This is an optimization exercise on Yosys and OpenROAD, whose aim is small area, not a production implementation.
Function was checked by simulation only, so behaviour that the tests miss may differ from the original.
Power figures rest on the tool's default switching activity, not on a simulated workload.

==> flow/design.v, too long to show whole: its modules and the start of the top module <==
// module distance_counter: 403 lines
// module distance_digit: 2140 lines
// module distance_block: 52 lines
module distance_block (
  input  logic        clk,
  input  logic        resetN,
  input  logic [10:0] offsetX,
  input  logic [10:0] offsetY,
  input  logic        InsideRectangle,
  input  logic        load_en,
  input  logic        count_en,
  input  logic        slow_pulse,
  input  logic        up_is_pressed,
  input  logic        player_move,
  input  logic        restart_enable,
  input  logic        enter_is_pressed,
  output logic [3:0]  thousands,
  output logic [3:0]  hundreds,
  output logic [3:0]  tens,
  output logic [3:0]  units,
  output logic        dist_end,
  output logic        drawingRequest,
  output logic [7:0]  RGBout
);
  // ...
==> flow/flow/run.sh <==
#!/bin/bash
# Layout flow: the standard flow (standard.sh), with one change in
# synthesis: ORFS's synth.tcl maps the logic with flow/abc_map.script (an
# area-oriented ABC mapping: &dch, then &nf with area recovery) instead of
# ORFS's abc_area/abc_speed script.
# The port buffers that placement adds are buf_1 cells (buffer_ports
# -buffer_cell) instead of the cell buffer_ports picks by itself.
# ADDER_MAP_FILE is left empty, so synthesis skips the half/full adder
# extraction and abc maps that logic with the rest.
# Everything else -- the synthesis passes, register mapping, flattening,
# renaming, floorplan, the rest of placement, CTS, routing -- is the
# standard flow.
set -euo pipefail
HERE=$(pwd)

# ORFS's synth.tcl with the ABC call pointed at our script
sed 's|log_cmd abc {\*}$abc_args|log_cmd abc -script '"$HERE"'/flow/abc_map.script {*}[lrange $abc_args 2 end]|' \
  "$FLOW_HOME/scripts/synth.tcl" > "$HERE/flow_synth.tcl"
grep -q 'flow/abc_map.script' "$HERE/flow_synth.tcl"

# The standard flow's synthesis script, sourcing that copy
sed 's|\$::env(SCRIPTS_DIR)/synth.tcl|'"$HERE"'/flow_synth.tcl|' synth_recipe.tcl > "$HERE/flow_synth_recipe.tcl"
grep -q 'flow_synth.tcl' "$HERE/flow_synth_recipe.tcl"

bash standard.sh SYNTH_SCRIPT="$HERE/flow_synth_recipe.tcl" \
  ADDER_MAP_FILE= BUFFER_PORTS_ARGS="-buffer_cell sky130_fd_sc_hd__buf_1" finish > "$HERE/flow_make.log" 2>&1
==> flow/flow/abc_map.script <==
strash
&get -n
&dch -f
&nf -R 1000 -p -F 8 -A 4 -C 32
&put
==> flow/standard.sh <==
#!/bin/bash
# synth_recipe.tcl (not shown) runs the flow's synth.tcl, then flattens the netlist and writes it again
# the make line also repeats each setting of config.mk as NAME=value (left out here)
make -C /OpenROAD-flow-scripts/flow DESIGN_CONFIG=/design/flow/config.mk WORK_HOME=/design/flow/orfs CLKGATE_MAP_FILE= SYNTH_SCRIPT=/design/flow/synth_recipe.tcl "${@:-finish}"
==> flow/config.mk <==
export PLATFORM = sky130hd
export DESIGN_NAME = distance_block
export DESIGN_NICKNAME = distance_block
export VERILOG_FILES = /design/flow/design.v
export SDC_FILE = /design/flow/constraint.sdc
export NUM_CORES = 4
export LEC_CHECK = 0
export ABC_AREA = 1
export CAP_MARGIN = 20
export CORE_MARGIN = 2
export CORE_UTILIZATION = 38
export CTS_BUF_LIST = sky130_fd_sc_hd__clkbuf_4
export SLEW_MARGIN = 20
==> flow/constraint.sdc <==
create_clock -name core_clock -period 50.0 [get_ports {clk}]
set_input_delay 10.0000 -clock core_clock [delete_from_list [all_inputs] [get_ports {clk}]]
set_output_delay 10.0000 -clock core_clock [all_outputs]
set_load 0.01 [all_outputs]
==> metrics.md, run 1 <==
| Metric | Value |
|---|---|
| Highest achievable clock rate | 60.96 MHz |
| Synthesized-area fraction occupied by and/or/nand/nor cells | 34.30% |
| Power in the clock group | 0.00697 mW |
| Synthesized instance count | 428 |
| Weighted congestion reported at the end of routability-driven placement | 1.046 |
| Congestion Overflow GR | 0 |
| Largest delay share family, worst path | compound AO/OA/AOI/OAI gates |
| Total I/O pin count | 58 |
| Multi-input combinational area share | 74.19% |
| Biggest consumer | combinational cells |
| Total of warnings raised by yosys | 2 |
| Critical Path Start | offsetX[4] |
| Run status | complete, no violations |
| Setup total negative slack | 0 ns |
| Number of tap cells inserted | 80 |
| Most frequent cell after synthesis | nor2_1 |
| Half-perimeter wire length of the detailed placement result | 9.584 mm |
| Number of cells in the design after placement | 560 |
| Reg-to-reg endpoint | u_counter.h_reg[2] |
| Row Count | 30 |
| Power share of the combinational group | 72.3% |
| Cts bufs inserted | 3 |
| Unrepaired setup endpoints after global routing | false |
| Clock tree from TritonCTS | built |
| Most Crowded Layer GR | met2 |
| Power spent charging and discharging nets | 0.04641 mW |
==> run 2: changes to the inputs <==
--- a/flow/config.mk
+++ b/flow/config.mk
@@ -11,3 +11,5 @@
 export CORE_UTILIZATION = 38
 export CTS_BUF_LIST = sky130_fd_sc_hd__clkbuf_4
+export CTS_CLUSTER_DIAMETER = 200
+export CTS_CLUSTER_SIZE = 30
 export SLEW_MARGIN = 20
==> run 2 against run 1 <==
  * Cell count did not move
  * Clock-buffer cell count is the same
  * Synthesized cell count stayed put
  * Sequential share of layout area is the same
  * Power stayed put
  * Synthesized area unchanged
  * Wire length unchanged
  * Worst hold slack unchanged
  * Utilization unchanged
  * Clock skew is the same
==> metrics.md, run 2 <==
| Metric | Value |
|---|---|
| Initial DRT Pass Iterations | 8 |
| Area of the mapped netlist | 2641 sq um |
| Power share of the combinational group | 72.3% (about the same) |
| Count of distinct cell types in the synthesized netlist | 52 |
| Starting utilization of the core area | 39.09% |
| Sequential fraction of the synthesis area | 13.26% |
| Min Clock Period, post-route | 16.41 ns |
| Clk sink count | 14 |
| Most frequent cell after synthesis | nor2_1 |
| Global-route track usage on met3 | 8.057% |
| Wire length of the first global-routing pass | 19.56 mm |
| H-tree depth reported by CTS | 1 |
| Sequential share of power | 18.9% |
| Slew at the pin closest to its max-slew limit | 0.9481 ns |
| Syn_area_per_cell | 6.171 sq um |
| Setup total negative slack | 0 ns (unchanged) |
| Die X-Extent | 87.37 microns |
| Layout Nets | 517 |
| Final Instance Count excl. Fillers | 564 |
| Ratio of routed vias to standard cells | 7.156 |
| Unrepaired setup endpoints after global routing | false |
| Area share of the largest cell type after synthesis | 13.26% |
| Most common cell after layout, fill and taps aside | nor2_1 |
| Setup crit end kind | register |
| Met2 track demand over resource in global routing | 46.90% |
| Post-synth top cells | nor2_1 (72), nand2_1 (60), o21ai_0 (51) |
| Share of total power consumed by net switching | 58.39% |
| Number of cells traversed by the worst register-to-register path | 9 |
| Maximum number of pins on one net before global-route repair | 34 |
| Leakage dissipation | 1.103 nW |
| Via count of the first global-routing pass | 3508 |
| Relative contribution of the clock network to total power | 8.8% |
| Final cell utilization of the core | 44.13% |
| Overall die height | 87.37 microns |
| Setup WS pre-CTS | 33.59 ns |
| Weighted congestion reported at the end of routability-driven placement | 1.046 (unchanged) |
| Synthesized instance count | 428 (unchanged) |
| Filler cell count | 733 |
| Drt drc | 0 |
| Largest registers | u_counter.tens (4), u_counter.units (4) |
| Number of flops mapped to enable cells by yosys | 0 |
| Critical Path Fanout Max | 27 |
| Critical Path Start | offsetX[4] |
| Worst-case setup margin in the final layout | 33.59 ns |
| Synthesis-to-finish area growth | 12.88% |
| Internal Power | 0.03307 mW |
| Share of layout cells above drive strength 1 | 3.926% |
| Power spent charging and discharging nets | 0.04641 mW (unchanged) |
| Relative max-transition margin | 36.12% |
| Half-perimeter wire length of the detailed placement result | 9.584 mm (unchanged) |
| Most used flip-flop cell after synthesis | dfrtp_1 |
| Root buffer selected by CTS | clkbuf_4 |
| Proportion of synthesized flip-flops having asynchronous set or reset | 100.0% |
| Clock buffer depth | 2 |
| Resized cells post-CTS | 0 |
| Startpoint of the most critical hold path | u_counter.dist_end |
| Reg2reg setup slack | 47.16 ns |
| Total Routing Usage GR | 33.17% |
| Cells on Worst Hold Path | 2 |
| Congestion Overflow GR | 0 (unchanged) |
| Routed WL per cell | 22.92 microns |
| Clock slew at the register clock pins of the worst setup and hold paths | 0.09 ns |
| CP Launch Type | primary input |
| Final Max Slew Viols | 0 |
| Final worst path period share | 32.81% |
| Full die area | 7634 sq um |
| Cts bufs inserted | 3 (unchanged) |
| Maximum resistive drop on vdd | 0.01689 mV |
| Most Crowded Layer GR | met2 |
| Critical Path AT | 16.56 ns |
| Cell taking the most area after synthesis | dfrtp_1 |
| Required time reported for the critical path endpoint | 50.15 ns |
| Count of routing violations after the opening detailed-route iteration | 656 |
| FF-to-FF Start | u_counter.units[0] |
| Worst setup path class | in -> reg |
| Hold buffers post-CTS | 0 |
| Core outline area | 6756 sq um |
| Post CTS Setup Buffer Count | 0 |
| Total count of hold-check failures in the final report | 0 |
| Clock tree from TritonCTS | built |
| Antenna violations before repair | 1 |
| Power density over the cells | 26.66 nW/um^2 |
| Post-Route Skew | 0.008750 ns |
| Finish-stage setup viols | 0 |
| Total of warnings raised by yosys | 2 (unchanged) |
| Commonest cells after routing, fill and taps aside | nor2_1 (72), nand2_1 (60), o21ai_0 (51), buf_1 (40), a21oi_1 (39) |
| Number of cells in the design after placement | 560 (unchanged) |
| Total vias in the final route | 4036 |
| Biggest area contributors in the synthesized netlist | dfrtp_1 (13%), nor2_1 (10%), o21ai_0 (9.7%), nand2_1 (8.5%), a21oi_1 (7.4%) |
| Total I/O pin count | 58 (unchanged) |
| Run status | complete, no violations |
| Highest achievable clock rate | 60.96 MHz (unchanged) |
| Register bit count reported by yosys | 14 |
| Routed Wire Length | 12.93 mm |
| Total of max-cap violations | 0 |
| Type of the tightest min-delay check | reg -> reg |
| Buffers added on ports | 40 |
| Met1 Usage GRT | 46.59% |
| Worst-skew pair later-pin latency | 0.29 ns |
| Antenna Cells | 0 |
| Detail Route Antenna Nets | 0 |
| Row Count | 30 (unchanged) |
==> run 2: cell counts after synthesis <==
No cell type changed its count.
==> run 2: final timing paths <==
check | endpoint
worst max-delay path | u_digit.drawingRequest
worst min-delay path | u_counter.dist_end
worst max register to register | u_counter.h_reg[2]
worst min register to register | u_counter.dist_end
max in group asynchronous | u_counter.h_reg[0]
min in group asynchronous | u_counter.units[0]
==> run 2: layer usage <==
metal / vias to the layer above / part of all wire (%)
met4: 2 / 7.1
met3: 92 / 15
met2: 376 / 39
met1: 1829 / 39
met5: - / 0.10
li1: 1737 / -
==> run 2: logic make-up (layout without fill, tap and decap cells) <==
logic type | count (synthesis) | in the layout | synth area share, %
AO/OA/AOI/OAI | 179 | 179 | 43.91
multiplexers | 1 | 1 | 0.3790
other | 2 | 11 | 0.2843
AND/OR/NAND/NOR | 202 | 202 | 34.30
buffers and inverters | 20 | 67 | 4.548
XOR/XNOR | 10 | 10 | 3.316
flip-flops | 14 | 14 | 13.26
==> run 2: power groups by stage <==
| stage | Combinational (mW) | Clock (mW) | Sequential (mW) |
|---|---|---|---|
| floorplan | 0.0351 | 0 | 0.0149 |
| global placement | 0.0560 | 0 | 0.0151 |
| detailed placement | 0.0540 | 0 | 0.0152 |
| CTS | 0.0542 | 0.00715 | 0.0150 |
| global route | 0.0606 | 0.00760 | 0.0153 |
| finish | 0.0575 | 0.00697 | 0.0150 |
==> run 2: final cells by class <==
type	count	area [sq um]	share of cell area, %
clock buffer	3	22.52	0.7554
clock inverter	1	3.754	0.1259
inverter	8	30.03	1.007
multi-input combinational	403	2212	74.19
sequential	14	350.3	11.75
tap	80	100.1	3.357
timing repair buffer	55	262.8	8.812
==> run 2: metrics by stage <==
stage | power (mW) | hold slack, ns | cell area (sq um)
detailed placement | 0.06913 | 0.5038 | 2955
finish | 0.07948 | 0.5327 | 2982
floorplan | 0.04996 | 0.5188 | 2675
CTS | 0.07633 | 0.5241 | 2982
global route | 0.08350 | 0.5510 | 2982
global placement | 0.07115 | 0.4922 | 2955
==> run 2: critical path, stage by stage <==
cell and delay, ns:
buf_1 0.21, nor2_1 0.08, nor2_1 0.34, a21oi_1 0.23, o21ai_0 0.24, nor2b_1 0.29, nand2_1 0.08, o21ai_0 0.22
xnor2_2 0.16, buf_4 0.34, nand2_1 0.39, o31ai_1 0.72, o32ai_1 0.32, o21ai_0 0.23, o32ai_1 0.19, a2111oi_0 0.40
o21a_1 0.28, o21ai_0 0.39, a21oi_1 0.26, a21oi_1 0.07, o22ai_1 0.13, o21ai_0 0.15, a221oi_1 0.32, nor3_1 0.09
a311oi_1 0.38
==> run 3: changes to the inputs <==
--- a/flow/config.mk
+++ b/flow/config.mk
@@ -7,9 +7,8 @@
 export LEC_CHECK = 0
 export ABC_AREA = 1
-export CAP_MARGIN = 20
+export CAP_MARGIN = 0
 export CORE_MARGIN = 2
 export CORE_UTILIZATION = 38
 export CTS_BUF_LIST = sky130_fd_sc_hd__clkbuf_4
-export CTS_CLUSTER_DIAMETER = 200
-export CTS_CLUSTER_SIZE = 30
-export SLEW_MARGIN = 20
+export GPL_TIMING_DRIVEN = 0
+export SLEW_MARGIN = 0
==> run 3 against run 2 <==
  * The layout now fails its checks (capacitance limit, slew limit)
  * Largest power group unchanged
  * Global-route usage down 0.35 points
  * Power about the same
  * Clock skew up 0.0050 ns
  * Largest cell class unchanged
  * Critical endpoint unchanged
==> metrics.md, run 3 <==
| Metric | Value |
|---|---|
| Area taken by flip-flops and latches | 350.3 sq um (unchanged) |
| Footprint of the multi-input gates | 2220 sq um (+0.34%) |
| Share of layout cells above drive strength 1 | 3.734% (-0.19 points) |
| Total count of hold-check failures in the final report | 0 (unchanged) |
| Most common cell after layout, fill and taps aside | nor2_1 |
| Total I/O pin count | 58 (unchanged) |
| Layout Nets | 515 (-0.39%) |
| Worst-skew pair later-pin latency | 0.30 ns (about the same) |
| Synthesized-area fraction occupied by and/or/nand/nor cells | 34.30% (unchanged) |
| Weighted congestion reported at the end of routability-driven placement | 1.083 (+3.5%) |
| Final worst path period share | 33.62% (+0.81 points) |
| Initial DRT Pass Iterations | 7 (-1) |
| Met2 track demand over resource in global routing | 44.49% (-2.4 points) |
| Setup crit end kind | register |
| Proportion of synthesized flip-flops having asynchronous set or reset | 100.0% (unchanged) |
| Maximum number of pins on one net before global-route repair | 34 (unchanged) |
| Min Clock Period, post-route | 16.81 ns (+0.4036 ns) |
| Congestion Overflow GR | 0 (unchanged) |
| Run status | finished with violations |
| Power density over the cells | 26.64 nW/um^2 (about the same) |
| Syn_area_per_cell | 6.171 sq um (unchanged) |
| Detail Route Antenna Nets | 0 (unchanged) |
| Register bit count reported by yosys | 14 (unchanged) |
| Synthesis-to-finish area growth | 12.88% (unchanged) |
| Sequential fraction of the synthesis area | 13.26% (unchanged) |
| Antenna violations before repair | 0 (-1) |
| Failing Checks | capacitance limit, slew limit |
| Total of max-cap violations | 1 (+1) |
| Routed Wire Length | 12.88 mm (-0.40%) |
| Total of warnings raised by yosys | 2 (unchanged) |
| Starting utilization of the core area | 39.09% (unchanged) |
| Die X-Extent | 87.37 microns (unchanged) |
| Reg2reg setup slack | 46.58 ns (-0.58 ns) |
| Post-Route Skew | 0.01372 ns (+0.004970 ns) |
| Dominant combinational cell family by area after synthesis | compound AO/OA/AOI/OAI gates |
| Resized cells post-CTS | 0 (unchanged) |
| Number of flops mapped to enable cells by yosys | 0 (unchanged) |
| Clock slew at the register clock pins of the worst setup and hold paths | 0.10 ns (about the same) |
| Global-route track usage on met3 | 10.90% (+2.8 points) |
| Setup total negative slack | 0 ns (unchanged) |
| Area share of the largest cell type after synthesis | 13.26% (unchanged) |
| Final Max Slew Viols | 16 (+16) |
| Most Crowded Layer GR | met1 |
| Row Count | 30 (unchanged) |
| Ratio of routed vias to standard cells | 7.077 (-1.1%) |
| Antenna Cells | 0 (unchanged) |
| Count of routing violations after the opening detailed-route iteration | 687 (+4.7%) |
| Overall die height | 87.37 microns (unchanged) |
| Area of the mapped netlist | 2641 sq um (unchanged) |
| Type of the tightest min-delay check | reg -> reg |
| Highest achievable clock rate | 59.49 MHz (-2.4%) |
| Cts bufs inserted | 3 (unchanged) |
| Final Instance Count excl. Fillers | 562 (-0.35%) |
| Via count of the first global-routing pass | 3389 (-3.4%) |
| Critical Path Fanout Max | 13 (-52%) |
| Leakage dissipation | 1.093 nW (-0.86%) |
| Buffers added on ports | 40 (unchanged) |
| Crit-path most repeated cell | o21ai_0 |
| Hold buffers post-CTS | 0 (unchanged) |
| Critical path, cell by cell | buf_1 > o21ai_0 > a21oi_1 > o21ai_0 > nor2b_1 > xnor2_1 > nand2_1 > o31ai_1 > o32ai_1 > o21ai_0 > o32ai_1 > a2111oi_0 > o21a_1 > o21ai_0 > a21oi_1 > a21oi_1 > o22ai_1 > o21ai_0 > a221oi_1 > nor3_1 > a311oi_1 |
| Largest registers | u_counter.tens (4), u_counter.units (4) |
| Filler cell count | 752 (+2.6%) |
| CP Launch Type | primary input |
| Critical Path AT | 17.00 ns (+0.44 ns) |
| Finish-stage setup viols | 0 (unchanged) |
| Synthesized instance count | 428 (unchanged) |
| Count of distinct cell types in the synthesized netlist | 52 (unchanged) |
| Full die area | 7634 sq um (unchanged) |
| Wire length of the first global-routing pass | 19.26 mm (-1.5%) |
| Post CTS Setup Buffer Count | 0 (unchanged) |
| Commonest cells after routing, fill and taps aside | nor2_1 (72), nand2_1 (60), o21ai_0 (51), buf_1 (40), a21oi_1 (39) |
| Xor/xnor cell area share of the yosys netlist | 3.316% (unchanged) |
| Maximum resistive drop on vdd | 0.01448 mV (-14%) |
| Slowest cell on the critical path | xnor2_1 |
| Clk sink count | 14 (unchanged) |
| Slowest Stage Delay on Critical Path | 1.12 ns (+0.40 ns) |
| Multiplexer share of the synthesized area | 0.3790% (unchanged) |
| Total vias in the final route | 3977 (-1.5%) |
| H-tree depth reported by CTS | 1 (unchanged) |
| Slew at the pin closest to its max-slew limit | 1.586 ns (+0.6381 ns) |
| Required time reported for the critical path endpoint | 50.19 ns (+0.04 ns) |
| Clock tree from TritonCTS | built |
| Number of cells in the design after placement | 558 (-0.36%) |
| Unrepaired setup endpoints after global routing | false |
| Most frequent cell after synthesis | nor2_1 |
| Clock buffer depth | 2 (unchanged) |
| Relative max-transition margin | -6.510% (-43 points) |
| Total Routing Usage GR | 32.83% (-0.35 points) |
| Root buffer selected by CTS | clkbuf_4 |
| Worst setup path class | in -> reg |
| Half-perimeter wire length of the detailed placement result | 9.399 mm (-1.9%) |
| Core outline area | 6756 sq um (unchanged) |
| Routed WL per cell | 22.91 microns (about the same) |
| Biggest area contributors in the synthesized netlist | dfrtp_1 (13%), nor2_1 (10%), o21ai_0 (9.7%), nand2_1 (8.5%), a21oi_1 (7.4%) |
| Synthesized-area fraction occupied by ao, oa, aoi and oai cells | 43.91% (unchanged) |
| Share of synthesized cell area in full adder, half adder and majority cells | 0% (unchanged) |
| Drt drc | 0 (unchanged) |
| Cell taking the most area after synthesis | dfrtp_1 |
| Most used flip-flop cell after synthesis | dfrtp_1 |
| Met1 Usage GRT | 46.13% (-0.46 points) |
| Post-synth top cells | nor2_1 (72), nand2_1 (60), o21ai_0 (51) |
## run 3: cell counts after synthesis
Identical to the previous run, type by type.
## run 3: logic make-up (layout without fill, tap and decap cells)
group                     Yosys count  after routing
buffers and inverters              20             65
xor gates and xnor gates           10             10
DFF                                14             14
other                               2             11
and+or+nand+nor                   202            202
muxes                               1              1
AOI/OAI and AO/OA                 179            179
## run 3: per-stage QoR
step	power, mW	hold slack [ns]	setup slack (ns)	instance area (sq um)	util [%]
detailed placement	0.06852	0.4998	33.36	2948	43.63
floorplan	0.04996	0.5188	34.91	2675	-
CTS	0.07591	0.5291	33.72	2974	44.02
global placement	0.06993	0.4865	31.93	2925	43.30
global route	0.08345	0.5551	33.06	2982	44.13
finish	0.07944	0.5286	33.19	2982	44.13
## run 3: routing by layer
metal / up-vias / share of wire (%)
met5: - / 0
met4: 0 / 5.4
met3: 74 / 15
met2: 384 / 40
met1: 1780 / 40
li1: 1739 / -
## run 3: power by group
group          internal (mW)  leakage (nW)  switching [mW]
registers             0.0128         0.191         0.00230
logic                 0.0170         0.887          0.0402
clock network        0.00291        0.0154         0.00426
## run 3: final cells by class
class	instances	area share (%)
Multi-Input combinational cell	403	74.44
Sequential cell	14	11.75
Timing Repair Buffer	41	5.539
Tap cell	80	3.357
Buffer	12	3.021
Inverter	8	1.007
Clock buffer	3	0.7554
Clock inverter	1	0.1259
## run 3: critical path: cells and delay by family
family / cells / cell delay (ns)
AOI/OAI and AO/OA: 16 / 4.53
xor gates and xnor gates: 1 / 1.12
and+or+nand+nor: 3 / 1.00
buffers and inverters: 1 / 0.33
## run 3: worst paths after layout
path,cells after the start,endpoint,start
min in group asynchronous,1,u_counter.dist_end,resetN
min,2,u_counter.dist_end,u_counter.dist_end
min reg2reg,2,u_counter.dist_end,u_counter.dist_end
max,21,u_digit.drawingRequest,offsetX[3]
max reg2reg,9,u_digit.drawingRequest,u_counter.hx_reg[1]
max in group asynchronous,1,u_counter.h_reg[0],resetN
==> run 4: changes to the inputs <==
--- a/flow/config.mk
+++ b/flow/config.mk
@@ -7,8 +7,8 @@
 export LEC_CHECK = 0
 export ABC_AREA = 1
-export CAP_MARGIN = 0
+export CAP_MARGIN = 10
 export CORE_MARGIN = 2
 export CORE_UTILIZATION = 38
 export CTS_BUF_LIST = sky130_fd_sc_hd__clkbuf_4
 export GPL_TIMING_DRIVEN = 0
-export SLEW_MARGIN = 0
+export SLEW_MARGIN = 10
==> run 4 against run 3 <==
  * The run now finishes clean
  * Clock skew is 0.0033 ns higher
  * Clock power is 2% lower
  * Fmax is 1.2% higher
  * Power hardly changed
  * Global-route usage is 0.31 points lower
  * Largest power group unchanged
  * Via count is 0.35% lower
  * Setup slack better by 0.20 ns
  * First-iteration DRC count is 18% higher
==> metrics.md, run 4 <==
| Metric | Value |
|---|---|
| Run status | complete, no violations |
| Final worst path period share | 33.21% (-0.41 points) |
| Type of the tightest min-delay check | reg -> reg |
| Sequential fraction of the synthesis area | 13.26% (unchanged) |
| Slowest cell on the critical path | xor2_1 |
| Wire length of the first global-routing pass | 18.94 mm (-1.7%) |
| Largest delay share family, worst path | compound AO/OA/AOI/OAI gates |
| Detail Route Antenna Nets | 0 (unchanged) |
| Maximum resistive drop on vdd | 0.01766 mV (+22%) |
| Cell taking the most area after synthesis | dfrtp_1 |
| Relative max-transition margin | 17.57% (+24 points) |
| Slowest Stage Delay on Critical Path | 0.97 ns (-0.15 ns) |
| Post-synth top cells | nor2_1 (72), nand2_1 (60), o21ai_0 (51) |
| Total count of hold-check failures in the final report | 0 (unchanged) |
| Critical path, cell by cell | buf_1 > nor2_1 > nor2_1 > a21oi_1 > o21ai_0 > nor2b_1 > xor2_1 > a21oi_1 > a31oi_1 > o21ai_0 > nor2_1 > nor2_1 > a31oi_1 > nand2_1 > o21ai_0 > o22a_1 > o221ai_1 > o22ai_1 > o21ai_0 > a221oi_1 > nor3_1 > a311oi_1 |
| Area share of the largest cell type after synthesis | 13.26% (unchanged) |
| Total I/O pin count | 58 (unchanged) |
| Ratio of routed vias to standard cells | 7.052 (-0.35%) |
| Die X-Extent | 87.37 microns (unchanged) |
| Starting utilization of the core area | 39.09% (unchanged) |
| Final Instance Count excl. Fillers | 562 (unchanged) |
| Setup total negative slack | 0 ns (unchanged) |
| Number of cells in the design after placement | 558 (unchanged) |
| Finish-stage setup viols | 0 (unchanged) |
| Clock slew at the register clock pins of the worst setup and hold paths | 0.10 ns (about the same) |
| Total of warnings raised by yosys | 2 (unchanged) |
| Initial DRT Pass Iterations | 6 (-1) |
| Register bit count reported by yosys | 14 (unchanged) |
| Proportion of synthesized flip-flops having asynchronous set or reset | 100.0% (unchanged) |
| Post-Route Skew | 0.01705 ns (+0.003334 ns) |
| Clock buffer depth | 2 (unchanged) |
| Setup crit end kind | register |
| Final non-filler cell area | 2998 sq um (+0.55%) |
| Total of max-cap violations | 0 (-1) |
| Full die area | 7634 sq um (unchanged) |
| Commonest cells after routing, fill and taps aside | nor2_1 (72), nand2_1 (60), o21ai_0 (50), a21oi_1 (39), buf_1 (39) |
| Post CTS Setup Buffer Count | 0 (unchanged) |
| Congestion Overflow GR | 0 (unchanged) |
| Antenna Cells | 0 (unchanged) |
| Min Clock Period, post-route | 16.61 ns (-0.2033 ns) |
| Clk sink count | 14 (unchanged) |
| Filler cell count | 730 (-2.9%) |
| Critical Path Fanout Max | 13 (unchanged) |
| Root buffer selected by CTS | clkbuf_4 |
| Hold buffers post-CTS | 0 (unchanged) |
| Buffers added on ports | 40 (unchanged) |
| Cts bufs inserted | 3 (unchanged) |
| Worst setup path class | in -> reg |
| Count of routing violations after the opening detailed-route iteration | 811 (+18%) |
| Most used flip-flop cell after synthesis | dfrtp_1 |
| Total Routing Usage GR | 32.52% (-0.31 points) |
| Row Count | 30 (unchanged) |
| Layout Nets | 515 (unchanged) |
| Core outline area | 6756 sq um (unchanged) |
| Unrepaired setup endpoints after global routing | false |
| Clock tree from TritonCTS | built |
| H-tree depth reported by CTS | 1 (unchanged) |
| Final Max Slew Viols | 0 (-16) |
| Via count of the first global-routing pass | 3327 (-1.8%) |
| Largest registers | u_counter.tens (4), u_counter.units (4) |
| Worst-skew pair later-pin latency | 0.30 ns (about the same) |
| Area of the mapped netlist | 2641 sq um (unchanged) |
| Routed WL per cell | 22.83 microns (-0.36%) |
| Maximum number of pins on one net before global-route repair | 34 (unchanged) |
| CP Launch Type | primary input |
| Footprint of the multi-input gates | 2235 sq um (+0.68%) |
| Half-perimeter wire length of the detailed placement result | 9.363 mm (-0.39%) |
| Syn_area_per_cell | 6.171 sq um (unchanged) |
| Critical Path AT | 16.78 ns (-0.22 ns) |
| Dpl cell area | 2972 sq um (+0.81%) |
| Required time reported for the critical path endpoint | 50.17 ns (-0.02 ns) |
| Total vias in the final route | 3963 (-0.35%) |
| Share of layout cells above drive strength 1 | 4.357% (+0.62 points) |
| Power density over the cells | 26.52 nW/um^2 (-0.48%) |
| Biggest area contributors in the synthesized netlist | dfrtp_1 (13%), nor2_1 (10%), o21ai_0 (9.7%), nand2_1 (8.5%), a21oi_1 (7.4%) |
| Total power of the final layout | 0.07949 mW (about the same) |
| Most frequent cell after synthesis | nor2_1 |
| Drt drc | 0 (unchanged) |
| Slew at the pin closest to its max-slew limit | 1.236 ns (-0.3498 ns) |
| Weighted congestion reported at the end of routability-driven placement | 1.083 (unchanged) |
| Buffers and inverters on the worst path | 1 (unchanged) |
| Antenna violations before repair | 0 (unchanged) |
| Area taken by flip-flops and latches | 350.3 sq um (unchanged) |
| Highest achievable clock rate | 60.22 MHz (+1.2%) |
| Number of flops mapped to enable cells by yosys | 0 (unchanged) |
| Synthesized instance count | 428 (unchanged) |
| Overall die height | 87.37 microns (unchanged) |
| Most common cell after layout, fill and taps aside | nor2_1 |
| Routed Wire Length | 12.83 mm (-0.36%) |
| Count of distinct cell types in the synthesized netlist | 52 (unchanged) |
| Leakage dissipation | 1.107 nW (+1.3%) |
| Resized cells post-CTS | 0 (unchanged) |
| Synthesis-to-finish area growth | 13.50% |
## run 4: cell counts after synthesis
No cell type changed its count.
## run 4: worst paths after layout
path,slack (ns),from,endpoint,cells past startpoint
worst max-delay path,33.39,offsetX[4],u_digit.drawingRequest,22
max in group asynchronous,39.74,resetN,u_counter.h_reg[0],1
worst min register to register,0.51,u_counter.dist_end,u_counter.dist_end,2
worst max register to register,46.93,u_counter.hx_reg[1],u_digit.drawingRequest,9
worst min-delay path,0.51,u_counter.dist_end,u_counter.dist_end,2
min in group asynchronous,9.75,resetN,u_counter.dist_end,1
## run 4: area by class of cell
cell class              instances  area share (%)
clock buffers                   3          0.7513
multi-input cells             403           74.54
repair buffers                 41           5.551
inverters                       8           1.002
clock inverters                 1          0.1252
well taps                      80           3.339
flip-flops and latches         14           11.69
plain buffers                  12           3.005
## run 4: per-layer routing
layer	vias up	GRT usage, %	wire length [microns]
li1	1735	-	-
met1	1766	46.29	5131
met2	392	44.49	5036
met3	70	11.09	2039
met4	0	12.59	622
met5	-	0	0
## run 4: worst register-to-register path, stage by stage, from the launching register on
cell	delay, ns
dfrtp_1	0.48
o21ai_0	0.17
o21ai_1	0.76
o21bai_1	0.28
o221ai_1	0.17
o22ai_1	0.16
o21ai_0	0.15
a221oi_1	0.37
nor3_1	0.10
a311oi_1	0.33
## run 4: cell families (layout without fill, tap and decap cells)
logic type                count (synthesis)  after routing  share of synthesized area (%)
and+or+nand+nor                         202            202                          34.30
AOI/OAI and AO/OA                       179            179                          43.91
buffers and inverters                    20             65                          4.548
DFF                                      14             14                          13.26
xor gates and xnor gates                 10             10                          3.316
other                                     2             11                         0.2843
muxes                                     1              1                         0.3790
## run 4: stage by stage
stage	hold WS, ns	setup slack [ns]	util (%)
2_1_floorplan	0.5188	34.91	-
3_3_place_gp	0.4865	31.93	43.30
3_5_place_dp	0.4935	33.60	43.98
4_1_cts	0.5166	33.90	44.37
5_1_grt	0.5308	33.28	44.37
6_report	0.5139	33.39	44.37
## run 4: where the power goes
group	internal, mW	switching [mW]	leakage [nW]
Clock	0.00291	0.00414	0.0154
Sequential	0.0128	0.00231	0.191
Combinational	0.0171	0.0402	0.901

[separate check: timing with driven ports]
In the flow no input, the clock included, has a driving cell. The finished layouts below were timed again as built, in two steps. Step 1: set_driving_cell puts a clkbuf_16 on clk and a buf_2 on each other input, an assumption about the parent block. Step 2 adds t to the input delays and takes it off the output delays; t is the mean of the earliest and latest rising clock arrival at the registers after step 1. Input paths then give back, and output paths get back, about the clock's delay inside the block. a / b / c = no drivers / after step 1 / after step 2; a / b = the first two.
run | t, ns | setup slack, ns | worst hold slack (ns) | worst setup path after step 2 | slew at the worst register clock pin (ns)
run 1 | 0.304 | 33.595 / 33.588 / 33.283 | 0.533 / 0.533 / 0.533 | input to register | 0.09 / 0.09
run 2 | 0.304 | 33.595 / 33.588 / 33.283 | 0.533 / 0.533 / 0.533 | input to register | 0.09 / 0.09
run 3 | 0.310 | 33.191 / 33.185 / 32.875 | 0.529 / 0.529 / 0.529 | input to register | 0.10 / 0.10
run 4 | 0.304 | 33.395 / 33.388 / 33.084 | 0.514 / 0.514 / 0.514 | input to register | 0.10 / 0.10
For run 3, which loses most, drivers alone change the setup slack by -0.006 ns; drivers and shift together by -0.316 ns.
